From an optimization exercise on the open Yosys and OpenROAD flow, aimed at small area; shortcuts taken in it are not production practice.
In this exercise RTL edits were held to simulation tests only and were not proved equivalent to the original.
Power figures rest on the tool's default switching activity, not on a simulated workload.

## flow/config.mk

```make
export PLATFORM = sky130hd
export DESIGN_NAME = spi_display_controller_top
export DESIGN_NICKNAME = spi_display_controller_top
export VERILOG_FILES = /design/flow/design.v
export SDC_FILE = /design/flow/constraint.sdc
export NUM_CORES = 4
export LEC_CHECK = 0
export CAP_MARGIN = 20
export CORE_MARGIN = 2
export CORE_UTILIZATION = 40
export SLEW_MARGIN = 20
```

## flow/constraint.sdc

```tcl
create_clock -name core_clock -period 5.0 [get_ports {mco}]
set_input_delay 1.0000 -clock core_clock [delete_from_list [all_inputs] [get_ports {mco}]]
set_output_delay 1.0000 -clock core_clock [all_outputs]
set_load 0.01 [all_outputs]
```

## flow/design.v

```verilog
module synchronizer (
    input   wire            i_clk,
    input   wire            i_sig,
    output  wire            o_rst
    );
    reg [1:0]   r_ff;
    always @(posedge i_clk) begin
        r_ff[1:0] <= {r_ff[0], i_sig};
    end
    assign o_rst = ~(r_ff[0] & r_ff[1]);
endmodule
module spi_slave (
    input   wire            i_clk,
    input   wire            i_rst,
    input   wire            i_spi_clk,
    input   wire            i_spi_cs,
    input   wire            i_spi_mosi,
    input   wire            i_dc,
    output  reg     [ 7:0]  o_data,
    output  reg             o_dc,
    output  wire            o_rxdone
    );
    function [16:0] f_inc;           
        input [16:0] a;
        input        ci;
        integer i;
        reg c;
        begin
            c = ci;
            for (i = 0; i < 17; i = i + 1) begin
                f_inc[i] = a[i] ^ c;
                c = c & a[i];
            end
        end
    endfunction
    reg         r_sck;
    reg [ 3:0]  r_cnt;       
    wire        w_rise = i_spi_clk & ~r_sck & ~i_spi_cs;
    always @(posedge i_clk) begin
        if (i_rst) begin
            r_sck <= 1'b0;
            r_cnt <= 4'd0;
        end else begin
            r_sck <= i_spi_clk;
            if (r_cnt[3]) begin
                r_cnt <= (r_cnt[1]) ? 4'd0 : f_inc({13'd0, r_cnt}, 1'b1);
            end else if (i_spi_cs) begin
                r_cnt <= 4'd0;
            end else if (w_rise) begin
                r_cnt <= f_inc({13'd0, r_cnt}, 1'b1);
            end
        end
    end
    always @(posedge i_clk) begin
        if (w_rise) begin
            o_data <= {o_data[6:0], i_spi_mosi};
            o_dc   <= i_dc;
        end
    end
    assign o_rxdone = r_cnt[3] & r_cnt[1];
endmodule
module inst_dec_reg (
    input   wire            i_clk,
    input   wire            i_rst,
    input   wire    [ 7:0]  i_spi_data,
    input   wire            i_spi_dc,
    input   wire            i_spi_rxdone,
    input   wire            i_slot,          
    output  reg     [15:0]  o_pixel_data,
    output  reg     [24:0]  o_col_addr,      
    output  reg     [24:0]  o_row_addr,      
    output  wire            o_sram_clr_req,
    output  wire            o_sram_write_req,
    output  wire            o_sram_waddr_set_req,
    output  reg             o_dispOn,
    output  reg     [ 7:0]  o_pwm_duty
    );
    function [16:0] f_inc;           
        input [16:0] a;
        input        ci;
        integer i;
        reg c;
        begin
            c = ci;
            for (i = 0; i < 17; i = i + 1) begin
                f_inc[i] = a[i] ^ c;
                c = c & a[i];
            end
        end
    endfunction
    localparam I_NONE  = 3'd0;
    localparam I_RESET = 3'd1;
    localparam I_RAMWR = 3'd4;
    localparam I_RASET = 3'd5;
    localparam I_CASET = 3'd6;
    localparam I_PWMDS = 3'd7;
    reg [2:0]   r_inst;
    reg [1:0]   r_byte_cnt;      
    reg         r_req;
    wire        w_cmd  = i_spi_rxdone & ~i_spi_dc;
    wire        w_data = i_spi_rxdone &  i_spi_dc;
    always @(posedge i_clk) begin
        if (i_rst) begin
            r_inst <= I_NONE;
            o_col_addr <= 25'd0;
            o_row_addr <= 25'd0;
            o_pwm_duty <= 8'd255;
            o_dispOn <= 1'b0;
        end else begin
            if (i_slot) r_req <= 1'b0;
            if (w_cmd) begin
                r_byte_cnt <= 2'd0;
                case (i_spi_data)
                    8'h01: begin
                        r_inst <= I_RESET;
                        o_pwm_duty <= 8'd255;
                        o_dispOn <= 1'b0;
                        r_req <= 1'b1;
                    end
                    8'h28: begin r_inst <= I_NONE;  o_dispOn <= 1'b0; end
                    8'h29: begin r_inst <= I_NONE;  o_dispOn <= 1'b1; end
                    8'h2A: r_inst <= I_CASET;
                    8'h2B: r_inst <= I_RASET;
                    8'h2C: r_inst <= I_RAMWR;
                    8'h02: r_inst <= I_PWMDS;
                    default: r_inst <= I_NONE;
                endcase
            end else if (w_data) begin
                case (r_inst)
                    I_RAMWR: begin
                        r_byte_cnt <= f_inc({15'd0, r_byte_cnt}, 1'b1);
                        if (r_byte_cnt[0]) r_req <= 1'b1;
                    end
                    I_CASET: o_col_addr <= {o_col_addr[16:0], i_spi_data};
                    I_RASET: begin
                        o_row_addr <= {o_row_addr[16:0], i_spi_data};
                        r_byte_cnt <= f_inc({15'd0, r_byte_cnt}, 1'b1);
                        if (r_byte_cnt == 2'd3) r_req <= 1'b1;
                    end
                    I_PWMDS: o_pwm_duty <= i_spi_data;
                    default: ;
                endcase
            end
        end
    end
    always @(posedge i_clk) begin
        if (i_spi_rxdone)
            o_pixel_data <= {o_pixel_data[7:0], i_spi_data};
    end
    assign o_sram_clr_req       = r_req & (r_inst == I_RESET);
    assign o_sram_write_req     = r_req & (r_inst == I_RAMWR);
    assign o_sram_waddr_set_req = r_req & (r_inst == I_RASET);
endmodule
module pwm (
    input   wire            i_clk,
    input   wire            i_rst,
    input   wire    [7:0]   i_duty,
    output  wire    [1:0]   o_phase,
    output  wire            o_pwm
);
    function [16:0] f_inc;           
        input [16:0] a;
        input        ci;
        integer i;
        reg c;
        begin
            c = ci;
            for (i = 0; i < 17; i = i + 1) begin
                f_inc[i] = a[i] ^ c;
                c = c & a[i];
            end
        end
    endfunction
    reg [14:0]  r_cnt;
    always @(posedge i_clk) begin
        if (i_rst) r_cnt <= 15'd0;
        else       r_cnt <= f_inc({2'd0, r_cnt}, 1'b1);
    end
    assign o_phase = r_cnt[1:0];
    function f_lt8;
        input [7:0] a;
        input [7:0] b;
        integer i;
        reg lt;
        begin
            lt = 1'b0;
            for (i = 0; i < 8; i = i + 1)
                lt = (~a[i] & b[i]) | (~(a[i] ^ b[i]) & lt);
            f_lt8 = lt;
        end
    endfunction
    assign o_pwm = f_lt8(r_cnt[14:7], i_duty);
endmodule
module lcd_controller (
    input   wire            i_clk,
    input   wire            i_rst,
    input   wire    [1:0]   i_phase,
    output  wire    [16:0]  o_sram_raddr,
    output  wire            o_DispClockPort,
    output  wire            o_DispHsyncPort,
    output  wire            o_DispVsyncPort,
    output  wire            o_DispDataEnablePort,
    output  wire            o_DispDispPort
    );
    function [16:0] f_inc;           
        input [16:0] a;
        input        ci;
        integer i;
        reg c;
        begin
            c = ci;
            for (i = 0; i < 17; i = i + 1) begin
                f_inc[i] = a[i] ^ c;
                c = c & a[i];
            end
        end
    endfunction
    assign o_DispDispPort       = 1'b1;
    assign o_DispDataEnablePort = 1'b0;
    assign o_DispClockPort      = i_phase[1];
    reg [ 9:0]  r_h;
    reg [ 8:0]  r_v;
    reg [11:0]  r_cnt_hi;
    wire        w_h_end  = (r_h == 10'd530);
    wire        w_line   = (r_h == 10'd487);           
    wire        w_h_vis  = ~(r_h[9] | (&r_h[8:5]));        
    wire        w_v_vis  = ~r_v[8] | ~(|r_v[7:4]);         
    wire        w_vis    = w_h_vis & w_v_vis;
    always @(posedge i_clk) begin
        if (i_rst) begin
            r_h <= 10'd488;
            r_v <= 9'd276;
            r_cnt_hi <= 12'd0;
        end else begin
            if (i_phase == 2'b01) begin
                r_h <= w_h_end ? 10'd0 : f_inc({7'd0, r_h}, 1'b1);
                if (w_line) begin
                    r_v <= (r_v == 9'd287) ? 9'd0 : f_inc({8'd0, r_v}, 1'b1);
                    if (r_v == 9'd275) r_cnt_hi <= 12'd0;
                end
            end
            if ((i_phase == 2'b11) & w_vis & (&r_h[4:0]))
                r_cnt_hi <= f_inc({5'd0, r_cnt_hi}, 1'b1);
        end
    end
    wire [16:0] w_lo17 = f_inc({12'd0, r_h[4:0]}, ~i_phase[1]);
    wire [4:0]  w_lo = w_lo17[4:0];
    assign o_sram_raddr = {r_cnt_hi, w_vis ? w_lo : 5'd0};
    assign o_DispHsyncPort = ~(r_h == 10'd488);
    assign o_DispVsyncPort = ~((r_v >= 9'd276) & (r_v <= 9'd285));
endmodule
module sram_controller (
    input   wire            i_clk,
    input   wire            i_rst,
    input   wire    [1:0]   i_phase,
    input   wire            i_height_is_270,
    input   wire    [15:0]  i_pixel_data,
    input   wire    [24:0]  i_col_addr,
    input   wire    [24:0]  i_row_addr,
    input   wire            i_sram_clr_req,
    input   wire            i_sram_write_req,
    input   wire            i_sram_waddr_set_req,
    input   wire            i_dispOn,
    input   wire    [16:0]  i_sram_raddr,
    output  wire            o_SRAMWriteEnablePort,
    output  wire            o_SRAMOutputEnablePort,
    output  wire    [23:0]  o_SRAMDataPort,
    output  wire            o_SRAMDataDrivePort,
    output  wire    [17:0]  o_SRAMAddrPort
    );
    function [16:0] f_inc;           
        input [16:0] a;
        input        ci;
        integer i;
        reg c;
        begin
            c = ci;
            for (i = 0; i < 17; i = i + 1) begin
                f_inc[i] = a[i] ^ c;
                c = c & a[i];
            end
        end
    endfunction
    function [11:0] f_add12;         
        input [11:0] a;
        input [11:0] b;
        input        ci;
        integer i;
        reg c;
        begin
            c = ci;
            for (i = 0; i < 12; i = i + 1) begin
                f_add12[i] = a[i] ^ b[i] ^ c;
                c = (a[i] & b[i]) | (c & (a[i] ^ b[i]));
            end
        end
    endfunction
    function f_ge9;                  
        input [8:0] a;
        input [8:0] b;
        integer i;
        reg ge;
        begin
            ge = 1'b1;
            for (i = 0; i < 9; i = i + 1)
                ge = (a[i] & ~b[i]) | (~(a[i] ^ b[i]) & ge);
            f_ge9 = ge;
        end
    endfunction
    reg     [16:0]  r_waddr;
    reg             r_oe_on;         
    reg             r_we;
    reg             r_clr_busy;
    reg     [8:0]   r_x;
    reg     [8:0]   r_y;
    wire            w_slot = (i_phase == 2'b00);
    wire            w_x_end = f_ge9(r_x, i_col_addr[8:0]);
    wire            w_y_end = f_ge9(r_y, i_row_addr[8:0]);
    wire    [16:0]  w_ym17 = f_inc({9'd0, r_y[7:0]}, i_height_is_270);
    wire    [7:0]   w_ym = w_ym17[7:0];
    wire    [11:0]  w_hi = f_add12({w_ym, r_x[8:5]}, {3'b111, ~r_y}, ~i_height_is_270);
    wire    [16:0]  w_addr = {w_hi, r_x[4:0]};
    always @(posedge i_clk) begin
        if (i_rst) begin
            r_waddr <= 17'd0;
            r_oe_on <= 1'b0;
            r_we <= 1'b0;
            r_clr_busy <= 1'b0;
            r_x <= 9'd0;
            r_y <= 9'd0;
        end else begin
            if (w_slot) begin
                r_we <= 1'b0;
                if (r_clr_busy) begin
                    if (&r_waddr[16:9]) begin
                        r_clr_busy <= 1'b0;
                    end else begin
                        r_waddr <= f_inc(r_waddr, 1'b1);
                        r_we <= 1'b1;
                    end
                end else if (i_sram_clr_req) begin
                    r_waddr <= 17'd0;
                    r_clr_busy <= 1'b1;
                    r_we <= 1'b1;
                end else if (i_sram_write_req) begin
                    r_x <= f_inc({8'd0, r_x}, 1'b1);
                    if (w_x_end) begin
                        r_x <= i_col_addr[24:16];
                        r_y <= f_inc({8'd0, r_y}, 1'b1);
                        if (w_y_end) r_y <= i_row_addr[24:16];
                    end
                    r_waddr <= w_addr;
                    r_we <= 1'b1;
                end else if (i_sram_waddr_set_req) begin
                    r_x <= i_col_addr[24:16];
                    r_y <= i_row_addr[24:16];
                end
            end else if (i_phase == 2'b10) begin
                r_oe_on <= i_dispOn;
                r_we <= 1'b0;
            end
        end
    end
    wire            w_oe = r_oe_on & ~r_we;
    assign o_SRAMWriteEnablePort  = ~r_we;
    assign o_SRAMOutputEnablePort = ~w_oe;
    assign o_SRAMDataPort = (r_we & ~r_clr_busy) ?
        {8'b0, i_pixel_data[4:0], i_pixel_data[10:5], i_pixel_data[15:11]} : 24'd0;
    assign o_SRAMDataDrivePort = r_we | ~i_dispOn;
    assign o_SRAMAddrPort = {1'b0, w_oe ? i_sram_raddr : r_waddr};
endmodule
module spi_display_controller_top (
    input   wire            mco,
    input   wire            rst_n,
    input   wire            SPI_CLK,
    input   wire            SPI_CS,
    input   wire            SPI_MOSI,
    input   wire            DC,
    input   wire    [ 5:0]  iModeSelectorPort,
    output  wire            oDispClockPort,
    output  wire            oDispHsyncPort,
    output  wire            oDispVsyncPort,
    output  wire            oDispDataEnablePort,
    output  wire            oDispDispPort,
    output  wire            oDispLedSHDNPort,
    output  wire    [17:0]  oSRAMAddrPort,
    output  wire    [23:0]  oSRAMDataPort,
    output  wire            oSRAMDataDrivePort,
    output  wire            oSRAMWriteEnablePort,
    output  wire            oSRAMOutputEnablePort
    );
    wire        w_rst;
    wire [ 1:0] w_phase;
    wire [ 7:0] w_spi_mosi_data;
    wire        w_spi_dc;
    wire        w_spi_rxdone;
    wire [15:0] w_pixel_data;
    wire [24:0] w_col_addr;
    wire [24:0] w_row_addr;
    wire        w_sram_clr_req;
    wire        w_sram_write_req;
    wire        w_sram_waddr_set_req;
    wire        w_dispOn;
    wire [ 7:0] w_pwm_duty;
    wire [16:0] w_sram_raddr;
    synchronizer sync_reset_inst (
        .i_clk ( mco ),
        .i_sig ( rst_n ),
        .o_rst ( w_rst )
    );
    spi_slave spi_slave_inst (
        .i_clk ( mco ),
        .i_rst ( w_rst ),
        .i_spi_clk ( SPI_CLK ),
        .i_spi_cs ( SPI_CS ),
        .i_spi_mosi ( SPI_MOSI ),
        .i_dc ( DC ),
        .o_data ( w_spi_mosi_data ),
        .o_dc ( w_spi_dc ),
        .o_rxdone ( w_spi_rxdone )
    );
    inst_dec_reg inst_dec_reg_inst (
        .i_clk ( mco ),
        .i_rst ( w_rst ),
        .i_spi_data ( w_spi_mosi_data ),
        .i_spi_dc ( w_spi_dc ),
        .i_spi_rxdone ( w_spi_rxdone ),
        .i_slot ( w_phase == 2'b00 ),
        .o_pixel_data ( w_pixel_data ),
        .o_col_addr ( w_col_addr ),
        .o_row_addr ( w_row_addr ),
        .o_sram_clr_req ( w_sram_clr_req ),
        .o_sram_write_req ( w_sram_write_req ),
        .o_sram_waddr_set_req ( w_sram_waddr_set_req ),
        .o_dispOn ( w_dispOn ),
        .o_pwm_duty ( w_pwm_duty )
    );
    pwm pwm_lcd_inst (
        .i_clk ( mco ),
        .i_rst ( w_rst ),
        .i_duty ( w_pwm_duty ),
        .o_phase ( w_phase ),
        .o_pwm ( oDispLedSHDNPort )
    );
    lcd_controller lcd_controller_inst (
        .i_clk ( mco ),
        .i_rst ( w_rst ),
        .i_phase ( w_phase ),
        .o_sram_raddr ( w_sram_raddr ),
        .o_DispClockPort ( oDispClockPort ),
        .o_DispHsyncPort ( oDispHsyncPort ),
        .o_DispVsyncPort ( oDispVsyncPort ),
        .o_DispDataEnablePort ( oDispDataEnablePort ),
        .o_DispDispPort ( oDispDispPort )
    );
    sram_controller sram_controller_inst (
        .i_clk ( mco ),
        .i_rst ( w_rst ),
        .i_phase ( w_phase ),
        .i_height_is_270 ( iModeSelectorPort[0] ),
        .i_pixel_data ( w_pixel_data ),
        .i_col_addr ( w_col_addr ),
        .i_row_addr ( w_row_addr ),
        .i_sram_clr_req ( w_sram_clr_req ),
        .i_sram_write_req ( w_sram_write_req ),
        .i_sram_waddr_set_req ( w_sram_waddr_set_req ),
        .i_dispOn ( w_dispOn ),
        .i_sram_raddr ( w_sram_raddr ),
        .o_SRAMWriteEnablePort ( oSRAMWriteEnablePort ),
        .o_SRAMOutputEnablePort ( oSRAMOutputEnablePort ),
        .o_SRAMDataPort ( oSRAMDataPort ),
        .o_SRAMDataDrivePort ( oSRAMDataDrivePort ),
        .o_SRAMAddrPort ( oSRAMAddrPort )
    );
endmodule
```

## flow/flow/run.sh

```bash
#!/bin/bash
# Layout flow: the standard synthesis, then its combinational logic
# re-mapped for area by ABC (the flip-flops, their names and cell types
# are kept as the standard synthesis made them), then the standard ORFS
# layout with a lighter clock tree (no dummy loads) and minimum-size port
# buffers. Each tool's output goes to its own log file in this folder.
set -euo pipefail
W=$(pwd)
R=$W/orfs/results/$FLOW_PLATFORM/spi_display_controller_top/base
LIB=$FLOW_HOME/platforms/$FLOW_PLATFORM/lib/sky130_fd_sc_hd__tt_025C_1v80.lib
YOSYS=yosys
[[ -x $FLOW_HOME/../tools/install/yosys/bin/yosys ]] && YOSYS=$FLOW_HOME/../tools/install/yosys/bin/yosys
export CTS_ARGS="-sink_clustering_enable -repair_clock_nets -dont_use_dummy_load -buf_list sky130_fd_sc_hd__clkbuf_8"
export BUFFER_PORTS_ARGS="-buffer_cell sky130_fd_sc_hd__buf_1"

bash standard.sh synth > synth_standard.log 2>&1
cp "$R/1_2_yosys.v" "$W/standard_netlist.v"
python3 flow/gen_models.py "$LIB" "$W/standard_netlist.v" "$W/comb_models.v" > gen_models.log 2>&1

DONT_USE=""
for c in sky130_fd_sc_hd__probe_p_8 sky130_fd_sc_hd__probec_p_8; do DONT_USE="$DONT_USE -dont_use $c"; done
for c in $(grep -o 'cell *( *"\?sky130_fd_sc_hd__lpflow_[a-z0-9_]*' "$LIB" | grep -o 'sky130_fd_sc_hd__lpflow_[a-z0-9_]*' | sort -u); do
  DONT_USE="$DONT_USE -dont_use $c"
done
cat > resynth.ys <<EOS
read_verilog $W/comb_models.v
read_liberty -lib -ignore_redef $LIB
read_verilog $W/standard_netlist.v
hierarchy -check -top $FLOW_TOP
flatten
delete t:\$scopeinfo
techmap
opt -fast
abc -liberty $LIB $DONT_USE -script $W/flow/area.abc
setundef -zero
splitnets
opt_clean -purge
hilomap -singleton -hicell sky130_fd_sc_hd__conb_1 HI -locell sky130_fd_sc_hd__conb_1 LO
insbuf -buf sky130_fd_sc_hd__buf_4 A X
opt_clean -purge
stat -liberty $LIB
write_verilog -noattr -noexpr -nohex -nodec $R/1_2_yosys.v
EOS
$YOSYS -s resynth.ys > resynth.log 2>&1

bash standard.sh synth > synth_odb.log 2>&1
bash standard.sh > layout.log 2>&1
```

## flow/flow/area.abc

```
strash; &get -n; &deepsyn -T 45; &dch -f; &nf -R 1000; &put
```

## flow/flow/gen_models.py

```python
#!/usr/bin/env python3
"""Write Verilog models of the combinational cells a netlist uses, from
their liberty functions, so that Yosys can re-map that logic.
usage: gen_models.py LIB NETLIST OUT"""
import re
import sys

lib, netlist, out = sys.argv[1:4]
txt = open(lib).read()
used = set(re.findall(r'^\s*(sky130_fd_sc_hd__\w+)\s+\S+\s*\(', open(netlist).read(), re.M))
parts = re.split(r'\n\s*cell\s*\(\s*"?([A-Za-z0-9_]+)"?\s*\)\s*\{', txt)
mods = []
for i in range(1, len(parts), 2):
    name, body = parts[i], parts[i + 1]
    if name not in used:
        continue
    if re.search(r'\b(ff|latch|statetable)\s*\(', body) or 'three_state' in body:
        continue
    ins, outs = [], []
    for pn, pb in re.findall(r'pin\s*\(\s*"?(\w+)"?\s*\)\s*\{(.*?)\n\s{8}\}', body, re.S):
        d = re.search(r'direction\s*:\s*"?(\w+)"?', pb)
        if not d:
            continue
        if d.group(1) == 'input':
            ins.append(pn)
        elif d.group(1) == 'output':
            f = re.search(r'function\s*:\s*"([^"]*)"', pb)
            outs.append((pn, f.group(1) if f else None))
    if not outs or any(f is None for _, f in outs):
        print('no model for', name)
        continue

    def conv(f):
        f = f.replace('!', '~')
        return re.sub(r'(\w|\))\s+(?=[\w~(])', r'\1 & ', f)

    s = 'module %s(%s);\n' % (name, ', '.join(ins + [o for o, _ in outs]))
    s += ''.join('  input %s;\n' % p for p in ins)
    s += ''.join('  output %s;\n  assign %s = %s;\n' % (o, o, conv(f)) for o, f in outs)
    mods.append(s + 'endmodule\n')
open(out, 'w').write(''.join(mods))
print('models:', len(mods), 'cells used:', len(used))
```

## flow/standard.sh

```bash
#!/bin/bash
# synth_recipe.tcl (not shown) runs the flow's synth.tcl, then flattens the netlist and writes it again
# the make line also repeats each setting of config.mk as NAME=value (left out here)
make -C /OpenROAD-flow-scripts/flow DESIGN_CONFIG=/design/flow/config.mk WORK_HOME=/design/flow/orfs CLKGATE_MAP_FILE= SYNTH_SCRIPT=/design/flow/synth_recipe.tcl "${@:-finish}"
```

==> impl_metrics.ini, run 1 <==
[run_status]
status = finished clean

[hold_path]
min_to = sync_reset_inst.r_ff[1]
min_path_type = reg2reg
holdPathStages = 0
hold_start = sync_reset_inst.r_ff[0]

[power]
p_sw_mw = 0.500
switching_share_pct = 21.8
power.share.sequential_pct = 64.9
p_leak_nw = 2.87
clockPowerShare_pct = 32.6
ir_worst_vdd_mv = 0.157
p_int_mw = 1.80
powerDensity_mw_per_mm2 = 276
p_comb_share_pct = 2.5

[final_layout]
multiInputGateArea_mm2 = 0.00349
fin_nets = 874
nFillCells = 1876
design_area_mm2 = 0.00831
n_antenna_cell = 0
drive_gt1_share_pct = 3.02
syn2layout_area_growth_pct = 7.03
post-route-util_pct = 44.0
layout.cells.non_filler = 1120
regArea_mm2 = 0.00390

[clock_network]
cts-root-buf = clkbuf_8
cts_setup_buffers = 0
cts_resized = 0
path_clk_slew_ns = 0.09
insertion_delay_ns = 0.45
hold_buffers = 0
cts_inserted_buffers = 17
htree_levels = 4
clk_path_buf_depth = 2
numClockSinks = 181
tritoncts = built

[worst_setup_path]
crit_type = reg2out
r2r-start = sram_controller_inst.r_y[1]
crit_fanout = 2
worstPathArrival_ns = 3.54
rrSetupSlack_ns = 1.32
crit_required_ns = 4.00
r2r-end = sram_controller_inst.r_waddr[16]
endpoint_kind = output pin
cp-start-kind = register
reg2reg_depth = 16

[sta]
skew_ns = 0.0366
rsz0062_at_grt = false
report.final.slew_viol_count = 0
worst_pin_slew_ns = 0.928
maxSlewHeadroom_pct = 37.3
hold_violations = 0
tns_ns = 0
period_minus_slack_ns = 4.54
fin_crit_sh_pct = 90.8
timing.fmax_mhz = 220
finalSetupViolations = 0

[global_route]
grt_usage_pct = 16.6
grt_first_pass_wirelength_um = 27200
grt_max_degree = 34
antenna_found_initial = 0
overflow = 0
grt_pass1_vias = 5285

[detailed_routing]
dr.first_iter.drc_count = 411
wl_per_cell_um = 14.5
via_per_inst = 5.20
vias = 5820
drc = 0
drt-total-wl_um = 16300
drt-pass1-iter-count = 5
drtAntennaViolNets = 0

[placed_design]
dpl-instance-area_mm2 = 0.00808
globalplace.congestion = 0.784
port_buffers = 46
hpwl_um = 11400
dp.cells = 1103

[floorplanning]
placementRows = 50
die_x_um = 143
fp.dieH_um = 143
start_util_pct = 41.1
core_mm2 = 0.0189
io_pins = 63
dieArea_mm2 = 0.0205

[synthesis]
synth_cells = 818
yosys_warnings = 6
synth_area_per_cell_um2 = 9.49
syn-cell-area_mm2 = 0.00776

[job]
drv_cap = 0
## cells in the final DEF (no fill, tap or decap), types with 7 or more instances in the layout
cell type	n
a22o_1	50
nand3_1	10
maj3_1	11
conb_1	11
clkbuf_8	17
o22a_1	8
a31oi_1	9
nor2_1	56
buf_4	8
edfxtp_1	28
buf_1	46
nand2_1	66
o22ai_1	7
o21ai_0	64
and2_0	24
and3_1	28
o31ai_1	7
a21oi_1	61
nor2b_1	13
xnor2_1	25
xor2_1	9
dfxtp_1	153
mux2_1	11
nand2b_1	8
a22oi_1	8
nor3_1	31
clkinv_1	32
## layer usage
| metal | track usage (%) | vias to the layer above | routed length, um |
|---|---|---|---|
| met5 | 0 | - | 0 |
| met4 | 4.85 | 0 | 146 |
| met3 | 3.97 | 8 | 559 |
| met2 | 25.2 | 99 | 7210 |
| met1 | 23.7 | 2683 | 8360 |
| li1 | - | 3030 | - |
## final cells by class
cell class,instances,area share (%)
clock buffer,17,2.82
inverter,32,1.45
multi-input combinational,576,42.1
sequential,181,47.0
tap,260,3.91
timing repair buffer,54,2.80
## critical path, stage by stage (launching register included)
cell and delay [ns]:
dfxtp_1 0.32, nor2b_1 0.13, maj3_1 0.35, maj3_1 0.36
maj3_1 0.37, maj3_1 0.36, maj3_1 0.36, maj3_1 0.36
maj3_1 0.36, buf_1 0.14
## per-stage QoR
step                setup slack (ns)  hold slack, ns  total power [mW]
CTS                            0.400           0.346              2.33
floorplan                       1.09           0.343              1.57
detailed placement             0.924           0.354              1.58
global route                   0.273           0.357              2.39
global placement               0.911           0.356              1.58
finish                         0.460           0.349              2.30
## flip-flops by register name, summed over array words and instances (netlist names), 3 cells and up
signal and cells:
lcd_controller_inst.r_v 9, sram_controller_inst.r_x 9, pwm_lcd_inst.r_cnt 15, spi_slave_inst.o_data 8, inst_dec_reg_inst.o_col_addr 25, inst_dec_reg_inst.r_inst 3, inst_dec_reg_inst.o_pixel_data 16, lcd_controller_inst.r_cnt_hi 12
inst_dec_reg_inst.o_pwm_duty 8, spi_slave_inst.r_cnt 4, lcd_controller_inst.r_h 10, inst_dec_reg_inst.o_row_addr 25, sram_controller_inst.r_y 9, sram_controller_inst.r_waddr 17
## power groups by stage
stage               Combinational (mW)  Clock, mW  Sequential (mW)
floorplan                       0.0450          0             1.52
detailed placement              0.0574          0             1.53
global placement                0.0573          0             1.52
CTS                             0.0578      0.781             1.49
global route                    0.0644      0.837             1.49
finish                          0.0572      0.749             1.49
## worst max-delay path by stage
stage,from,to,slack (ns)
6_report,inst_dec_reg_inst.o_pwm_duty[0],oDispLedSHDNPort,0.46
5_1_grt,inst_dec_reg_inst.o_pwm_duty[0],oDispLedSHDNPort,0.27
4_1_cts,inst_dec_reg_inst.o_pwm_duty[0],oDispLedSHDNPort,0.40
3_5_place_dp,iModeSelectorPort[0],sram_controller_inst.r_waddr[16],0.92
3_3_place_gp,inst_dec_reg_inst.o_pwm_duty[0],oDispLedSHDNPort,0.91
2_1_floorplan,inst_dec_reg_inst.o_pwm_duty[0],oDispLedSHDNPort,1.09
==> run 2, diff against run 1 <==
--- a/flow/design.v
+++ b/flow/design.v
@@ -172,10 +172,16 @@
         end
     endfunction
-    reg [14:0]  r_cnt;
+    reg [1:0]   r_ph;
+    reg [12:0]  r_cnt;           
     always @(posedge i_clk) begin
-        if (i_rst) r_cnt <= 15'd0;
-        else       r_cnt <= f_inc({2'd0, r_cnt}, 1'b1);
+        if (i_rst) begin
+            r_ph  <= 2'b00;
+            r_cnt <= 13'd0;
+        end else begin
+            r_ph  <= {r_ph[0], ~r_ph[1]};
+            r_cnt <= f_inc({4'd0, r_cnt}, r_ph[1] & ~r_ph[0]);
+        end
     end
-    assign o_phase = r_cnt[1:0];
+    assign o_phase = r_ph;
     function f_lt8;
         input [7:0] a;
@@ -190,5 +196,5 @@
         end
     endfunction
-    assign o_pwm = f_lt8(r_cnt[14:7], i_duty);
+    assign o_pwm = f_lt8(r_cnt[12:5], i_duty);
 endmodule
 module lcd_controller (
@@ -240,5 +246,5 @@
                 end
             end
-            if ((i_phase == 2'b11) & w_vis & (&r_h[4:0]))
+            if ((i_phase == 2'b10) & w_vis & (&r_h[4:0]))
                 r_cnt_hi <= f_inc({5'd0, r_cnt_hi}, 1'b1);
         end
@@ -356,5 +362,5 @@
                     r_y <= i_row_addr[24:16];
                 end
-            end else if (i_phase == 2'b10) begin
+            end else if (i_phase == 2'b11) begin
                 r_oe_on <= i_dispOn;
                 r_we <= 1'b0;
==> flow/flow/area.abc (replaced) <==
strash; &get -n; &deepsyn -J 100 -T 600; &dch -f; &nf -R 1000; &put
==> run 2 against run 1 <==
  * Global-route usage increased by 0.51 points
  * Flip-flop and latch count unchanged
  * Non-clock buffer count increased by 12
  * Clock skew decreased by 0.0068 ns
  * Maximum frequency decreased by 1.6%
  * Final area decreased by 0.23%
  * Final cell count decreased by 3.8%
  * Worst hold slack improved by 0.050 ns
  * Critical path type is now in2reg
  * Critical endpoint is now sram_controller_inst.r_waddr[14]
==> impl_metrics.ini, run 2 <==
[worst_setup_path]
timing.critical_path.buf_inv = 3
crit_fanout = 2
cp-start-kind = input port
cpLargestDelayFamily = simple AND/OR/NAND/NOR gates
endpoint_kind = register
crit_type = in2reg
worstPathArrival_ns = 4.91
cp_common_cell = nor2_1
critPathMaxStageDelay_ns = 0.38
crit_required_ns = 5.30
crit_chain = buf_1 -> buf_4 -> nand2_1 -> nand2_1 -> maj3_1 -> maj3_1 -> a21oi_1 -> and2_1 -> nor2b_2 -> nor2_1 -> or3_1 -> a21oi_1 -> nor2_1 -> and2_0 -> or3_1 -> a21boi_0 -> xnor2_1 -> o22ai_1 -> nor2_1 -> buf_4 -> nor2_1 -> xnor2_1 -> o221ai_1
cp_slowest_cell = maj3_1

[placed_design]
post-place-ws_ns = -0.115
globalplace.congestion = 0.821
hpwl_um = 11500
port_buffers = 46

[sta]
tns_ns = 0
skew_ns = 0.0297
report.final.slew_viol_count = 0
rsz0062_at_grt = false
fin_crit_sh_pct = 92.3
finalSetupViolations = 0
timing.final.ws_setup_ns = 0.386
worst_pin_slew_ns = 0.855
period_minus_slack_ns = 4.61
maxSlewHeadroom_pct = 42.8
timing.fmax_mhz = 217
hold_violations = 0

[run_status]
status = finished clean

[floorplanning]
fp.dieH_um = 141
io_pins = 63
core_mm2 = 0.0186
start_util_pct = 40.5
die_x_um = 141
placementRows = 50
dieArea_mm2 = 0.0200

[hold_path]
min_path_type = reg2reg

[detailed_routing]
wl_per_cell_um = 15.4
drtAntennaViolNets = 0
drt-total-wl_um = 16600
dr.first_iter.drc_count = 347
drt-pass1-iter-count = 5
via_per_inst = 5.39
vias = 5810
drc = 0

[global_route]
grt_first_pass_wirelength_um = 27500
grt_usage_pct = 17.1
grt_pass1_vias = 5247
antenna_found_initial = 0
overflow = 0
grt_max_degree = 32

[synthesis]
synth_area_per_cell_um2 = 9.76
syn-cell-area_mm2 = 0.00755
yosys_warnings = 6
synth_cells = 774

[clock_network]
tritoncts = built
cts-root-buf = clkbuf_8
cts_inserted_buffers = 17
insertion_delay_ns = 0.45
path_clk_slew_ns = 0.08
numClockSinks = 181
clk_path_buf_depth = 2
htree_levels = 4
cts_setup_buffers = 0

[job]
drv_cap = 0

[final_layout]
fin_nets = 858
n_antenna_cell = 0
final_cell_mix = 153 x dfxtp_1, 61 x nand2_1, 54 x a22o_1
final_common_cell = dfxtp_1
drive_gt1_share_pct = 4.86
syn2layout_area_growth_pct = 9.75
reg.largest.list = inst_dec_reg_inst.o_col_addr: 25 flops, inst_dec_reg_inst.o_row_addr: 25 flops, sram_controller_inst.r_waddr: 17 flops

[power]
powerDensity_mw_per_mm2 = 277
p_leak_nw = 2.99
ir_worst_vdd_mv = 0.122
run 2: what timing repair did:
item	CTS	global route
resized for setup	0	3
hold buffers	0	0
endpoints found under the setup margin	0	2
run 2: layout make-up:
| type | count | area, um2 |
|---|---|---|
| Multi-Input combinational cell | 549 | 3420 |
| Tap cell | 234 | 293 |
| Fill cell | 1841 | 10400 |
| Inverter | 31 | 116 |
| Clock buffer | 17 | 234 |
| Sequential cell | 181 | 3900 |
| Timing Repair Buffer | 66 | 323 |
run 2: worst paths after layout:
kind	start	endpoint	slack (ns)	cells past startpoint
max reg2reg	sram_controller_inst.r_y[0]	sram_controller_inst.r_waddr[14]	0.57	22
min reg2reg	sync_reset_inst.r_ff[0]	sync_reset_inst.r_ff[1]	0.40	0
max	iModeSelectorPort[0]	sram_controller_inst.r_waddr[14]	0.39	23
min	sync_reset_inst.r_ff[0]	sync_reset_inst.r_ff[1]	0.40	0
run 2: layer usage:
metal  share of wire, %  vias to the layer above  global-route usage [%]
met5                  0                        -                       0
met1                 51                     2721                    24.6
met4                1.4                        0                    5.58
met2                 45                      100                    26.3
li1                   -                     2971                       -
met3                3.3                       18                    3.00
run 2: report_power, final:
part           internal [mW]  switching [mW]  leakage (nW)  total [mW]
Sequential              1.48          0.0111          1.49        1.49
Combinational         0.0237          0.0441          1.38      0.0679
Clock                  0.301           0.439         0.122       0.739
Total                   1.80           0.494          2.99        2.30
run 2: metrics by stage:
| stage | instances | total power, mW | util (%) | hold WS [ns] | instance area, um2 |
|---|---|---|---|---|---|
| after floorplan | 783 | 1.57 | - | 0.355 | 7590 |
| after global placement | 1061 | 1.59 | 43.2 | 0.391 | 8050 |
| after detailed placement | 1061 | 1.59 | 43.2 | 0.391 | 8050 |
| after CTS | 1078 | 2.33 | 44.4 | 0.405 | 8280 |
| after global routing | 1078 | 2.39 | 44.5 | 0.412 | 8290 |
| final | 1078 | 2.30 | 44.5 | 0.399 | 8290 |
==> run 3, diff against run 2 <==
--- a/flow/config.mk
+++ b/flow/config.mk
@@ -9,3 +9,4 @@
 export CORE_MARGIN = 2
 export CORE_UTILIZATION = 40
+export GPL_TIMING_DRIVEN = 0
 export SLEW_MARGIN = 20
==> run 3 against run 2 <==
  * Still clean on timing, DRC and antenna
  * Critical endpoint is now sram_controller_inst.r_waddr[15]
  * Final cell count rose by 0.93%
  * Maximum frequency fell by 2.8%
  * Worst hold slack got worse by 0.0037 ns
  * Total power rose by 0.17%
  * Final area rose by 1.3%
  * Clock power barely moved
  * Register-to-register slack got worse by 0.20 ns
  * Setup slack got worse by 0.13 ns
  * Flip-flop and latch count did not move
  * Routed wire length did not move
  * Via count rose by 0.15%
  * Global-route usage fell by 0.17 points
  * Largest cell class unchanged
==> impl_metrics.ini, run 3 <==
[run_status]
status = finished clean

[sta]
whs_ns = 0.395
fin_crit_sh_pct = 94.9
worst_pin_slew_ns = 1.13
tns_ns = 0
skew_ns = 0.0223
maxSlewHeadroom_pct = 24.3
period_minus_slack_ns = 4.75
finalSetupViolations = 0
report.final.slew_viol_count = 0
timing.final.ws_setup_ns = 0.255
timing.fmax_mhz = 211
hold_violations = 0

[global_route]
grt_first_pass_wirelength_um = 27300
grt_usage_pct = 17.0
antenna_found_initial = 0
overflow = 0
grt_pass1_vias = 5364
grt_max_degree = 33

[worst_setup_path]
worstPathArrival_ns = 5.12
crit_chain = clkbuf_2 -> xor2_2 -> nand2_1 -> nand2_1 -> maj3_1 -> maj3_1 -> a21oi_1 -> and2_1 -> nor2b_2 -> nor2_1 -> or3_1 -> a21oi_1 -> nor2_1 -> and2_0 -> or3_1 -> a21boi_0 -> xnor2_1 -> o22ai_2 -> nor2_2 -> nor2_1 -> a21boi_0 -> o21ai_0 -> nand2_1
critPathMaxStageDelay_ns = 0.40
crit_type = in2reg
cpLargestDelayFamily = simple AND/OR/NAND/NOR gates
crit_required_ns = 5.38
endpoint_kind = register
timing.critical_path.buf_inv = 1
crit_fanout = 4
cp-start-kind = input port
cp_slowest_cell = maj3_1

[power]
powerDensity_mw_per_mm2 = 274
ir_worst_vdd_mv = 0.148
total_power_mw = 2.30
p_leak_nw = 3.05

[final_layout]
post-route-util_pct = 45.1
drive_gt1_share_pct = 6.79
nFillCells = 1819
n_antenna_cell = 0
layout.cells.non_filler = 1088
reg.largest.list = inst_dec_reg_inst.o_col_addr: 25 flops, inst_dec_reg_inst.o_row_addr: 25 flops, sram_controller_inst.r_waddr: 17 flops
design_area_mm2 = 0.00840
final_cell_mix = 153 x dfxtp_1, 61 x nand2_1, 54 x a22o_1
syn2layout_area_growth_pct = 11.2
final_common_cell = dfxtp_1
fin_nets = 868

[floorplanning]
start_util_pct = 40.5
core_mm2 = 0.0186
dieArea_mm2 = 0.0200
die_x_um = 141
placementRows = 50
fp.dieH_um = 141
io_pins = 63

[hold_path]
min_path_type = reg2reg

[clock_network]
numClockSinks = 181
hold_buffers = 0
insertion_delay_ns = 0.45
cts_inserted_buffers = 17
cts-root-buf = clkbuf_8
tritoncts = built
clk_path_buf_depth = 2
htree_levels = 4
path_clk_slew_ns = 0.09

[detailed_routing]
drtAntennaViolNets = 0
vias = 5819
drt-total-wl_um = 16600
drt-pass1-iter-count = 5
drc = 0
dr.first_iter.drc_count = 373
via_per_inst = 5.35
wl_per_cell_um = 15.2

[synthesis]
yosys_warnings = 6
synth_cells = 774
synth_area_per_cell_um2 = 9.76
syn-cell-area_mm2 = 0.00755

[placed_design]
globalplace.congestion = 0.785
dpl-instance-area_mm2 = 0.00813
port_buffers = 46
hpwl_um = 11600
post-place-ws_ns = -0.433
dp.cells = 1069

[job]
drv_cap = 0
## run 3: power by group
group	internal (mW)	switching, mW
Combinational	0.0243	0.0454
Sequential	1.48	0.0115
Clock	0.301	0.440
Total	1.81	0.497
## run 3: final cells by class
cell class	count	area [um2]	share of cell area [%]
buffer	22	165	1.97
clock buffer	17	234	2.78
inverter	31	120	1.43
multi-input combinational	549	3440	41.0
sequential	181	3900	46.5
tap	234	293	3.48
timing repair buffer	53	238	2.83
timing repair inverter	1	5.00	0.0596
## run 3: layer usage
metal | global-route usage (%) | vias to the layer above | routed length, um | part of all wire [%]
li1 | - | 2982 | - | -
met1 | 23.9 | 2669 | 8200 | 49
met2 | 25.2 | 138 | 7140 | 43
met3 | 3.10 | 30 | 747 | 4.5
met4 | 8.11 | 0 | 482 | 2.9
met5 | 0 | - | 0 | 0
## run 3: worst paths after layout
path	to	from	slack (ns)	depth (start not counted)
worst max-delay path	sram_controller_inst.r_waddr[15]	iModeSelectorPort[0]	0.25	23
worst min register to register	sync_reset_inst.r_ff[1]	sync_reset_inst.r_ff[0]	0.40	0
worst max register to register	sram_controller_inst.r_waddr[15]	sram_controller_inst.r_y[0]	0.37	22
worst min-delay path	sync_reset_inst.r_ff[1]	sync_reset_inst.r_ff[0]	0.40	0
## run 3: what timing repair did
action,4_1_cts,5_1_grt
resized for setup,0,8
endpoints found under the setup margin,0,6
setup buffers,0,1
==> run 4, diff against run 3 <==
--- a/flow/config.mk
+++ b/flow/config.mk
@@ -6,7 +6,7 @@
 export NUM_CORES = 4
 export LEC_CHECK = 0
-export CAP_MARGIN = 20
+export CAP_MARGIN = 5
 export CORE_MARGIN = 2
 export CORE_UTILIZATION = 40
 export GPL_TIMING_DRIVEN = 0
-export SLEW_MARGIN = 20
+export SLEW_MARGIN = 5
==> run 4 against run 3 <==
  * Critical path depth shrank 1
  * First-iteration DRC count grew 23%
  * Non-clock buffer count shrank 2
  * Synthesized area is the same
  * Worst hold slack lost 0.0052 ns
  * Critical endpoint is now sram_controller_inst.r_waddr[16]
  * Synthesized cell count is the same
  * Die area is the same
  * Routed wire length shrank 0.16%
  * Total power grew 0.39%
  * Final area shrank 0.19%
  * Core utilization shrank 0.087 points
  * Sequential share of layout area grew 0.090 points
==> impl_metrics.ini, run 4 <==
[placed_design]
port_buffers = 46
globalplace.congestion = 0.785
dp.cells = 1067
hpwl_um = 11600

[final_layout]
n_antenna_cell = 0
layout.cells.non_filler = 1086
reg.largest.list = inst_dec_reg_inst.o_col_addr: 25 flops, inst_dec_reg_inst.o_row_addr: 25 flops, sram_controller_inst.r_waddr: 17 flops
fin_nets = 866
drive_gt1_share_pct = 6.69
post-route-util_pct = 45.0
final_cell_mix = 153 x dfxtp_1, 61 x nand2_1, 54 x a22o_1
nFillCells = 1818
syn2layout_area_growth_pct = 11.0
final_common_cell = dfxtp_1

[worst_setup_path]
cpLargestDelayFamily = simple AND/OR/NAND/NOR gates
reg2reg_depth = 21
critical_path.endpoint = sram_controller_inst.r_waddr[16]
crit_type = in2reg
crit_required_ns = 5.30
cp_slowest_cell = maj3_1
cp-start-kind = input port
timing.critical_path.buf_inv = 1
crit_chain = clkbuf_2 -> xor2_2 -> nand2_1 -> nand2_1 -> maj3_1 -> maj3_2 -> a21oi_2 -> and2_4 -> nor2b_2 -> nor2_1 -> or3_1 -> a21oi_1 -> nor2_1 -> and2_0 -> or3_1 -> a21boi_0 -> xnor2_1 -> o22ai_1 -> nor2_1 -> nor4_2 -> xnor2_1 -> o221ai_1
startpoint = iModeSelectorPort[0]
r2r-start = sram_controller_inst.r_y[0]
cp_common_cell = nor2_1
rrSetupSlack_ns = 0.42
path_depth = 22
critPathMaxStageDelay_ns = 0.40
worstPathArrival_ns = 5.00
endpoint_kind = register
crit_fanout = 4
r2r-end = sram_controller_inst.r_waddr[16]

[detailed_routing]
drt-pass1-iter-count = 5
vias = 5827
drc = 0
drtAntennaViolNets = 0
wl_per_cell_um = 15.2
via_per_inst = 5.37
dr.first_iter.drc_count = 458
drt-total-wl_um = 16500

[clock_network]
htree_levels = 4
clk_path_buf_depth = 2
path_clk_slew_ns = 0.08
tritoncts = built
insertion_delay_ns = 0.46
cts-root-buf = clkbuf_8
numClockSinks = 181
cts_inserted_buffers = 17

[global_route]
grt_first_pass_wirelength_um = 27000
grt_pass1_vias = 5322
grt_max_degree = 33
overflow = 0
grt_usage_pct = 16.9
antenna_found_initial = 0

[floorplanning]
io_pins = 63
fp.dieH_um = 141
start_util_pct = 40.5
placementRows = 50
die_x_um = 141
dieArea_mm2 = 0.0200
core_mm2 = 0.0186

[hold_path]
min_path_type = reg2reg

[power]
p_int_mw = 1.81
powerDensity_mw_per_mm2 = 276
ir_worst_vdd_mv = 0.148
p_sw_mw = 0.506
total_power_mw = 2.31
switching_share_pct = 21.9
p_comb_share_pct = 3.0
clockPowerShare_pct = 32.4
p_leak_nw = 3.04
power.share.sequential_pct = 64.5

[sta]
maxSlewHeadroom_pct = 23.3
finalSetupViolations = 0
hold_violations = 0
worst_pin_slew_ns = 1.15
report.final.slew_viol_count = 0
timing.fmax_mhz = 213
period_minus_slack_ns = 4.70
skew_ns = 0.0270
fin_crit_sh_pct = 93.9

[synthesis]
syn-cell-area_mm2 = 0.00755
synth_cells = 774
yosys_warnings = 6
synth_area_per_cell_um2 = 9.76

[job]
drv_cap = 0

[run_status]
status = finished clean
==> run 4: metal layers <==
layer  GRT usage [%]  vias to the layer above  part of all wire [%]
li1                -                     2975                     -
met1            23.3                     2708                    51
met2            25.6                      116                    44
met3            3.04                       28                   3.3
met4            8.00                        0                   2.4
met5               0                        -                     0
==> run 4: what timing repair did <==
action / CTS / global route
hold buffers: 0 / 0
hold endpoints to repair: 0 / 0
setup buffers: 0 / 1
endpoints found under the setup margin: 0 / 5
resized for setup: 0 / 9
==> run 4: worst min path at each step <==
stage,from,endpoint,slack [ns],depth (start not counted)
after CTS,sync_reset_inst.r_ff[0],sync_reset_inst.r_ff[1],0.39,0
after global routing,sync_reset_inst.r_ff[0],sync_reset_inst.r_ff[1],0.40,0
after detailed placement,sync_reset_inst.r_ff[0],sync_reset_inst.r_ff[1],0.37,0
after floorplan,sync_reset_inst.r_ff[0],sync_reset_inst.r_ff[1],0.36,0
final,sync_reset_inst.r_ff[0],sync_reset_inst.r_ff[1],0.39,0
after global placement,sync_reset_inst.r_ff[0],sync_reset_inst.r_ff[1],0.37,0
==> run 4: cell type report <==
| type | instances | area [um2] | share of cell area, % |
|---|---|---|---|
| well taps | 234 | 293 | 3.49 |
| clock buffers | 17 | 234 | 2.79 |
| repair buffers | 51 | 223 | 2.66 |
| repair inverters | 1 | 5.00 | 0.0597 |
| multi-input cells | 549 | 3440 | 41.0 |
| flip-flops and latches | 181 | 3900 | 46.6 |
| inverters | 31 | 120 | 1.43 |
| plain buffers | 22 | 165 | 1.97 |
==> run 4: power groups by stage <==
stage / clock network [mW] / registers (mW) / logic (mW)
6_report: 0.750 / 1.49 / 0.0700
5_1_grt: 0.828 / 1.49 / 0.0779
4_1_cts: 0.776 / 1.49 / 0.0670
3_5_place_dp: 0 / 1.53 / 0.0670
3_3_place_gp: 0 / 1.53 / 0.0641
2_1_floorplan: 0 / 1.52 / 0.0467
==> run 4: stage by stage <==
step / setup TNS (ns) / setup WS (ns) / area [um2] / hold slack (ns)
after floorplan: 0 / 0.142 / 7590 / 0.355
after global placement: -22.02 / -0.480 / 8050 / 0.373
after detailed placement: -1.21 / -0.461 / 8110 / 0.373
after CTS: 0 / 0.0143 / 8340 / 0.390
after global routing: -0.00731 / -0.00731 / 8390 / 0.405
final: 0 / 0.305 / 8390 / 0.390
==> run 5, diff against run 4 <==
--- a/flow/flow/run.sh
+++ b/flow/flow/run.sh
@@ -37,5 +37,4 @@
 opt_clean -purge
 hilomap -singleton -hicell sky130_fd_sc_hd__conb_1 HI -locell sky130_fd_sc_hd__conb_1 LO
-insbuf -buf sky130_fd_sc_hd__buf_4 A X
 opt_clean -purge
 stat -liberty $LIB
==> run 5 against run 4 <==
  * Die area fell by 2.1%
  * Final cell count fell by 2.6%
  * Critical endpoint unchanged
  * Final area fell by 1.9%
  * Synthesized area fell by 2.2%
  * Core utilization rose by 0.66 points
  * Via count fell by 1.1%
  * Critical path depth did not move
  * Total power fell by 0.55%
  * Largest power group unchanged
  * Register-to-register slack barely moved
  * Global-route usage fell by 0.085 points
  * Setup slack improved by 0.028 ns
  * Count of clock-buffer cells in the layout did not move
==> impl_metrics.ini, run 5 <==
[floorplanning]
start_util_pct = 41.0
fp.dieH_um = 140
core_mm2 = 0.0180
placementRows = 49
io_pins = 63
dieArea_mm2 = 0.0196
die_x_um = 140

[detailed_routing]
via_per_inst = 5.45
vias = 5762
drtAntennaViolNets = 0
drc = 0
drt-pass1-iter-count = 4
drt-total-wl_um = 16300
wl_per_cell_um = 15.4
dr.first_iter.drc_count = 315

[sta]
hold_violations = 0
skew_ns = 0.0316
worst_pin_slew_ns = 1.13
period_minus_slack_ns = 4.67
finalSetupViolations = 0
timing.fmax_mhz = 214
fin_crit_sh_pct = 93.4
maxSlewHeadroom_pct = 24.8
report.final.slew_viol_count = 0

[final_layout]
reg.largest.list = inst_dec_reg_inst.o_col_addr: 25 flops, inst_dec_reg_inst.o_row_addr: 25 flops, sram_controller_inst.r_waddr: 17 flops
fin_nets = 843
final_cell_mix = 153 x dfxtp_1, 61 x nand2_1, 54 x a22o_1
n_antenna_cell = 0
syn2layout_area_growth_pct = 11.3
final_common_cell = dfxtp_1
nFillCells = 1783
drive_gt1_share_pct = 4.34
design_area_mm2 = 0.00823
multiInputGateArea_mm2 = 0.00346
regArea_mm2 = 0.00390

[synthesis]
yosys_warnings = 6
synth_cells = 752
synth_area_per_cell_um2 = 9.83
syn-cell-area_mm2 = 0.00739

[worst_setup_path]
worstPathArrival_ns = 4.97
crit_fanout = 4
endpoint_kind = register
crit_type = in2reg
crit_required_ns = 5.30
cp-start-kind = input port

[run_status]
status = finished clean

[global_route]
antenna_found_initial = 0
grt_max_degree = 33
overflow = 0
grt_usage_pct = 16.8
grt_first_pass_wirelength_um = 26800
grt_pass1_vias = 5225

[power]
total_power_mw = 2.30
powerDensity_mw_per_mm2 = 279
p_leak_nw = 2.93
ir_worst_vdd_mv = 0.167

[clock_network]
cts_inserted_buffers = 17
cts-root-buf = clkbuf_8
numClockSinks = 181
clk_path_buf_depth = 2
path_clk_slew_ns = 0.09
tritoncts = built
htree_levels = 4
hold_buffers = 0
insertion_delay_ns = 0.46

[placed_design]
hpwl_um = 11500
dpl-instance-area_mm2 = 0.00795
port_buffers = 46
globalplace.congestion = 0.780

[hold_path]
min_path_type = reg2reg

[job]
drv_cap = 0
run 5: final timing paths:
| check | end | depth (start not counted) | startpoint | slack [ns] |
|---|---|---|---|---|
| worst max-delay path | sram_controller_inst.r_waddr[16] | 22 | iModeSelectorPort[0] | 0.33 |
| worst max register to register | sram_controller_inst.r_waddr[16] | 21 | sram_controller_inst.r_y[0] | 0.42 |
| worst min register to register | sync_reset_inst.r_ff[1] | 0 | sync_reset_inst.r_ff[0] | 0.36 |
| worst min-delay path | sync_reset_inst.r_ff[1] | 0 | sync_reset_inst.r_ff[0] | 0.36 |
run 5: area by class of cell:
| cell class | count | area share, % |
|---|---|---|
| multi-input cells | 549 | 42.0 |
| flip-flops and latches | 181 | 47.5 |
| inverters | 31 | 1.46 |
| repair buffers | 51 | 2.75 |
| clock buffers | 17 | 2.84 |
| well taps | 229 | 3.48 |
run 5: repair_timing:
action	4_1_cts	5_1_grt
gates resized for setup	0	12
endpoints found under the setup margin	0	4
buffers inserted	0	0
run 5: critical path, stage by stage:
cell	delay, ns
clkbuf_2	0.12
xor2_2	0.18
nand2_1	0.10
nand2_1	0.08
maj3_1	0.40
maj3_2	0.35
a21oi_2	0.17
and2_4	0.17
nor2b_4	0.15
nor2_1	0.06
or3_1	0.32
a21oi_1	0.15
nor2_1	0.06
and2_0	0.15
or3_1	0.36
a21boi_0	0.16
xnor2_1	0.30
o22ai_2	0.15
nor2_2	0.17
nor4_2	0.07
xnor2_1	0.16
o221ai_1	0.13
run 5: per-layer routing:
metal / global-route usage, % / wire, um / vias to the layer above / part of all wire [%]
met3: 3.35 / 573 / 29 / 3.5
li1: - / - / 2940 / -
met4: 6.42 / 374 / 0 / 2.3
met5: 0 / 0 / - / 0
met2: 25.8 / 7220 / 107 / 44
met1: 23.4 / 8170 / 2686 / 50
run 5: power breakdown:
part	leakage, nW	internal, mW	total, mW	switching (mW)
logic	1.32	0.0188	0.0620	0.0432
clock network	0.122	0.301	0.745	0.444
registers	1.49	1.48	1.49	0.0117
total	2.93	1.80	2.30	0.499
run 5: through the flow:
stage / setup TNS [ns] / std cells / worst slack (ns) / hold WS, ns / util [%]
6_report: 0 / 1058 / 0.332 / 0.357 / 45.6
3_5_place_dp: -0.947 / 1041 / -0.408 / 0.374 / 44.1
3_3_place_gp: -27.10 / 1036 / -0.620 / 0.376 / 43.7
2_1_floorplan: 0 / 761 / 0.142 / 0.355 / -
5_1_grt: -0.00356 / 1058 / -0.00356 / 0.366 / 45.6
4_1_cts: 0 / 1058 / 0.0504 / 0.358 / 45.4
==> run 6, diff against run 5 <==
--- a/flow/flow/run.sh
+++ b/flow/flow/run.sh
@@ -13,4 +13,5 @@
 export CTS_ARGS="-sink_clustering_enable -repair_clock_nets -dont_use_dummy_load -buf_list sky130_fd_sc_hd__clkbuf_8"
 export BUFFER_PORTS_ARGS="-buffer_cell sky130_fd_sc_hd__buf_1"
+export SKIP_REPAIR_TIE_FANOUT=1
 
 bash standard.sh synth > synth_standard.log 2>&1
==> run 6 against run 5 <==
  * Highest routed layer unchanged
  * Critical path depth is the same
  * Clock power is essentially flat
  * Sequential share of layout area grew 0.17 points
  * Flip-flop and latch count is the same
==> impl_metrics.ini, run 6 <==
[worst_setup_path]
timing.critical_path.buf_inv = 1
crit_fanout = 4
crit_required_ns = 5.29
cp_slowest_cell = maj3_1
worstPathArrival_ns = 5.04
cp-start-kind = input port
endpoint_kind = register
crit_chain = clkbuf_2 -> xor2_2 -> nand2_1 -> nand2_1 -> maj3_1 -> maj3_1 -> a21oi_2 -> and2_4 -> nor2b_2 -> nor2_1 -> or3_1 -> a21oi_1 -> nor2_1 -> and2_0 -> or3_1 -> a21boi_0 -> xnor2_1 -> o22ai_2 -> nor2_2 -> nor4_2 -> xnor2_1 -> o221ai_1
crit_type = in2reg
critPathMaxStageDelay_ns = 0.41
cpLargestDelayFamily = simple AND/OR/NAND/NOR gates

[final_layout]
layout.cells.non_filler = 1050
syn2layout_area_growth_pct = 10.9
final_common_cell = dfxtp_1
drive_gt1_share_pct = 4.38
post-route-util_pct = 45.5
fin_nets = 835
design_area_mm2 = 0.00820
n_antenna_cell = 0
final_cell_mix = 153 x dfxtp_1, 61 x nand2_1, 54 x a22o_1
reg.largest.list = inst_dec_reg_inst.o_col_addr: 25 flops, inst_dec_reg_inst.o_row_addr: 25 flops, sram_controller_inst.r_waddr: 17 flops

[run_status]
status = finished clean

[floorplanning]
core_mm2 = 0.0180
fp.dieH_um = 140
die_x_um = 140
placementRows = 49
dieArea_mm2 = 0.0196
start_util_pct = 41.0
io_pins = 63

[detailed_routing]
drt-total-wl_um = 16300
drt-pass1-iter-count = 4
drc = 0
dr.first_iter.drc_count = 324
wl_per_cell_um = 15.5
vias = 5701
drtAntennaViolNets = 0
via_per_inst = 5.43

[sta]
timing.fmax_mhz = 211
worst_pin_slew_ns = 1.11
whs_ns = 0.400
skew_ns = 0.0409
timing.final.ws_setup_ns = 0.251
maxSlewHeadroom_pct = 25.8
finalSetupViolations = 0
fin_crit_sh_pct = 95.0
period_minus_slack_ns = 4.75
hold_violations = 0
report.final.slew_viol_count = 0
tns_ns = 0

[power]
powerDensity_mw_per_mm2 = 281
ir_worst_vdd_mv = 0.133
p_leak_nw = 2.90
total_power_mw = 2.30

[placed_design]
globalplace.congestion = 0.771
dpl-instance-area_mm2 = 0.00792
post-place-ws_ns = -0.375
dp.cells = 1032
port_buffers = 46
hpwl_um = 11400

[global_route]
grt_pass1_vias = 5196
overflow = 0
grt_first_pass_wirelength_um = 27100
grt_usage_pct = 17.0
grt_max_degree = 33
antenna_found_initial = 0

[clock_network]
htree_levels = 4
clk_path_buf_depth = 2
insertion_delay_ns = 0.47
numClockSinks = 181
cts-root-buf = clkbuf_8
path_clk_slew_ns = 0.09
cts_inserted_buffers = 17
tritoncts = built
hold_buffers = 0

[synthesis]
synth_area_per_cell_um2 = 9.83
yosys_warnings = 6
syn-cell-area_mm2 = 0.00739
synth_cells = 752

[hold_path]
min_path_type = reg2reg

[job]
drv_cap = 0
-- run 6: path summary, 6_finish.rpt --
| check | from | end | slack, ns | depth (start not counted) |
|---|---|---|---|---|
| min | sync_reset_inst.r_ff[0] | sync_reset_inst.r_ff[1] | 0.40 | 0 |
| min reg2reg | sync_reset_inst.r_ff[0] | sync_reset_inst.r_ff[1] | 0.40 | 0 |
| max | iModeSelectorPort[0] | sram_controller_inst.r_waddr[16] | 0.25 | 22 |
| max reg2reg | sram_controller_inst.r_y[0] | sram_controller_inst.r_waddr[16] | 0.38 | 21 |
-- run 6: layout make-up --
type / instances / area, um2
repair buffers: 52 / 238
inverters: 31 / 120
multi-input cells: 540 / 3420
flip-flops and latches: 181 / 3900
well taps: 229 / 287
fillers: 1801 / 9830
clock buffers: 17 / 234
-- run 6: timing repair --
| item | in CTS | in global routing |
|---|---|---|
| gates resized for setup | 0 | 10 |
| setup endpoints to repair | 0 | 4 |
| hold endpoints to repair | 0 | 0 |
| setup buffers | 0 | 1 |
-- run 6: per-layer routing --
metal	vias up	share of wire (%)	track usage (%)
met3	14	3.2	3.66
li1	2935	-	-
met5	-	0	0
met4	0	1.3	5.47
met1	2681	51	24.2
met2	71	45	25.7
-- run 6: power breakdown --
| group | total [mW] | leakage, nW | internal [mW] | switching, mW |
|---|---|---|---|---|
| logic | 0.0629 | 1.29 | 0.0194 | 0.0435 |
| registers | 1.49 | 1.49 | 1.48 | 0.0115 |
| clock network | 0.748 | 0.122 | 0.301 | 0.447 |
==> run 7, diff against run 6 <==
--- a/flow/config.mk
+++ b/flow/config.mk
@@ -8,5 +8,5 @@
 export CAP_MARGIN = 5
 export CORE_MARGIN = 2
-export CORE_UTILIZATION = 40
+export CORE_UTILIZATION = 65
 export GPL_TIMING_DRIVEN = 0
 export SLEW_MARGIN = 5
==> run 7 against run 6 <==
  * Final cell count down 8.8%
  * Synthesized cell count unchanged
  * Clock power down 2%
  * Maximum frequency up 0.15%
  * Via count up 4.1%
  * Global-route usage up 9.5 points
  * Setup slack better by 0.0072 ns
  * Critical path depth unchanged
  * Sequential share of layout area up 0.86 points
  * Largest cell class unchanged
==> impl_metrics.ini, run 7 <==
[worst_setup_path]
crit_required_ns = 5.29
cp_slowest_cell = maj3_1
reg2reg_depth = 21
crit_type = in2reg
r2r-start = sram_controller_inst.r_y[0]
rrSetupSlack_ns = 0.36
worstPathArrival_ns = 5.03
endpoint_kind = register
crit_fanout = 4
critPathMaxStageDelay_ns = 0.41
cp-start-kind = input port
crit_chain = clkbuf_2 -> xor2_1 -> nand2_1 -> nand2_1 -> maj3_1 -> maj3_1 -> a21oi_2 -> and2_4 -> nor2b_4 -> nor2_1 -> or3_1 -> a21oi_1 -> nor2_1 -> and2_0 -> or3_1 -> a21boi_0 -> xnor2_1 -> o22ai_1 -> nor2_2 -> nor4_4 -> xnor2_1 -> o221ai_1
r2r-end = sram_controller_inst.r_waddr[16]

[floorplanning]
die_x_um = 111
io_pins = 63
placementRows = 38
start_util_pct = 67.3
fp.dieH_um = 111
dieArea_mm2 = 0.0122
core_mm2 = 0.0110

[detailed_routing]
via_per_inst = 6.19
wl_per_cell_um = 16.6
dr.first_iter.drc_count = 482
drt-pass1-iter-count = 5
drtAntennaViolNets = 0
drc = 0
vias = 5933
drt-total-wl_um = 15900

[hold_path]
hold_start = sync_reset_inst.r_ff[0]
min_path_type = reg2reg
min_to = sync_reset_inst.r_ff[1]
holdPathStages = 0

[clock_network]
hold_buffers = 0
htree_levels = 4
cts-root-buf = clkbuf_8
clk_path_buf_depth = 2
insertion_delay_ns = 0.45
tritoncts = built
numClockSinks = 181
path_clk_slew_ns = 0.07
cts_inserted_buffers = 17

[run_status]
status = finished clean

[sta]
report.final.slew_viol_count = 0
timing.final.ws_setup_ns = 0.258
period_minus_slack_ns = 4.74
finalSetupViolations = 0
skew_ns = 0.0292
hold_violations = 0
maxSlewHeadroom_pct = 27.6
timing.fmax_mhz = 211
worst_pin_slew_ns = 1.09
fin_crit_sh_pct = 94.8

[job]
drv_cap = 0

[final_layout]
post-route-util_pct = 73.3
reg.largest.list = inst_dec_reg_inst.o_col_addr: 25 flops, inst_dec_reg_inst.o_row_addr: 25 flops, sram_controller_inst.r_waddr: 17 flops
drive_gt1_share_pct = 3.79
final_common_cell = dfxtp_1
final_cell_mix = 153 x dfxtp_1, 61 x nand2_1, 54 x a22o_1
n_antenna_cell = 0
syn2layout_area_growth_pct = 8.97
fin_nets = 832

[placed_design]
post-place-ws_ns = -0.368
globalplace.congestion = 0.834
hpwl_um = 11100
port_buffers = 46

[power]
ir_worst_vdd_mv = 0.254
p_leak_nw = 2.88
powerDensity_mw_per_mm2 = 283

[global_route]
grt_pass1_vias = 5465
overflow = 0
grt_usage_pct = 26.5
grt_max_degree = 33
grt_first_pass_wirelength_um = 26600
antenna_found_initial = 0

[synthesis]
synth_cells = 752
yosys_warnings = 6
syn-cell-area_mm2 = 0.00739
synth_area_per_cell_um2 = 9.83
## run 7: cell types whose count changed in the layout (fill, tap and decap cells not counted)
cell,delta
buf_4,-1
buf_6,-1
buf_8,-1
nor2b_2,-1
nor2b_4,+1
nor4_2,-1
nor4_4,+1
o21ai_0,-1
o21ai_1,+1
o22ai_1,+1
o22ai_2,-1
xor2_1,+1
xor2_2,-1
## run 7: worst max-delay path by stage
stage                    startpoint  slack (ns)  cells after the start                                to
4_1_cts        iModeSelectorPort[0]        0.08                     22  sram_controller_inst.r_waddr[16]
5_1_grt        iModeSelectorPort[0]      -0.003                     22  sram_controller_inst.r_waddr[16]
2_1_floorplan  iModeSelectorPort[0]        0.14                     21  sram_controller_inst.r_waddr[16]
6_report       iModeSelectorPort[0]        0.26                     22  sram_controller_inst.r_waddr[16]
3_3_place_gp   iModeSelectorPort[0]       -0.30                     22  sram_controller_inst.r_waddr[16]
3_5_place_dp   iModeSelectorPort[0]       -0.37                     22  sram_controller_inst.r_waddr[16]
## run 7: worst max-delay path, delay by kind of cell
kind,cells,cell delay (ns)
AOI/OAI and AO/OA,5,0.81
buffers and inverters,1,0.12
and+or+nand+nor,11,1.78
adders and majority gates,2,0.81
xor gates and xnor gates,3,0.51
## run 7: repair_timing
item	4_1_cts	5_1_grt
resized for setup	0	11
setup endpoints to repair	0	3
setup buffers	0	1
## run 7: final cells by class
cell class                 instances  area [um2]
inverter                          31         120
multi-input combinational        540        3420
timing repair buffer              49         204
tap                              140         175
sequential                       181        3900
fill                             833        2930
clock buffer                      17         234
## run 7: metal layers
metal / wire (um) / global-route usage [%] / up-vias / share of wire (%)
met5: 0 / 0 / - / 0
met4: 153 / 7.58 / 0 / 0.96
met3: 827 / 7.03 / 12 / 5.2
met2: 7380 / 41.8 / 160 / 46
met1: 7560 / 36.2 / 2837 / 47
li1: - / - / 2924 / -
## run 7: metrics by stage
stage | setup TNS [ns] | hold WS (ns) | cell area, um2 | std cells | power, mW
2_1_floorplan | 0 | 0.355 | 7390 | 752 | 1.56
3_3_place_gp | -4.70 | 0.370 | 7740 | 938 | 1.58
3_5_place_dp | -0.898 | 0.375 | 7770 | 940 | 1.58
4_1_cts | 0 | 0.370 | 8010 | 957 | 2.29
5_1_grt | -0.00273 | 0.378 | 8050 | 958 | 2.35
6_report | 0 | 0.374 | 8050 | 958 | 2.28
## run 7: report_power, final
| part | switching (mW) | total (mW) | internal (mW) |
|---|---|---|---|
| Clock | 0.429 | 0.730 | 0.301 |
| Combinational | 0.0419 | 0.0593 | 0.0175 |
| Sequential | 0.0110 | 1.49 | 1.48 |

-- afterwards: timing with drivers on the ports --
The results above use ideal ports. As a check the final layouts listed here were re-extracted and re-timed, cells and wires unchanged. Step 1 (the two cells are an assumption about what drives the block):
set clk [get_ports {mco}]
set_driving_cell -lib_cell sky130_fd_sc_hd__clkbuf_16 $clk
set_driving_cell -lib_cell sky130_fd_sc_hd__buf_2 [delete_from_list [all_inputs] $clk]
Step 2 times the ports against the registers' clock, not the clock port: input delays grow and output delays shrink by t, the midpoint of the rising clock arrivals with the driver on. a / b / c = no drivers / after step 1 / after step 2; a / b = the first two.
| run | shift t [ns] | slack for setup (ns) | worst setup path after step 2 | worst slew at a driven data input, ns |
|---|---|---|---|---|
| run 1 | 0.481 | 0.460 / 0.417 / 0.856 | input to register | 0.05 |
| run 2 | 0.486 | 0.386 / 0.407 / -0.078 | input to register | 0.04 |
| run 3 | 0.481 | 0.255 / 0.270 / -0.211 | input to register | 0.04 |
| run 4 | 0.484 | 0.305 / 0.324 / -0.160 | input to register | 0.04 |
| run 5 | 0.487 | 0.332 / 0.349 / -0.138 | input to register | 0.04 |
| run 6 | 0.489 | 0.251 / 0.267 / -0.221 | input to register | 0.04 |
| run 7 | 0.475 | 0.258 / 0.272 / -0.203 | input to register | 0.04 |
Met with ideal ports but missed after step 2: setup timing in 6 of these runs. For run 6, which loses most, drivers alone change the setup slack by +0.016 ns; drivers and shift together by -0.472 ns.
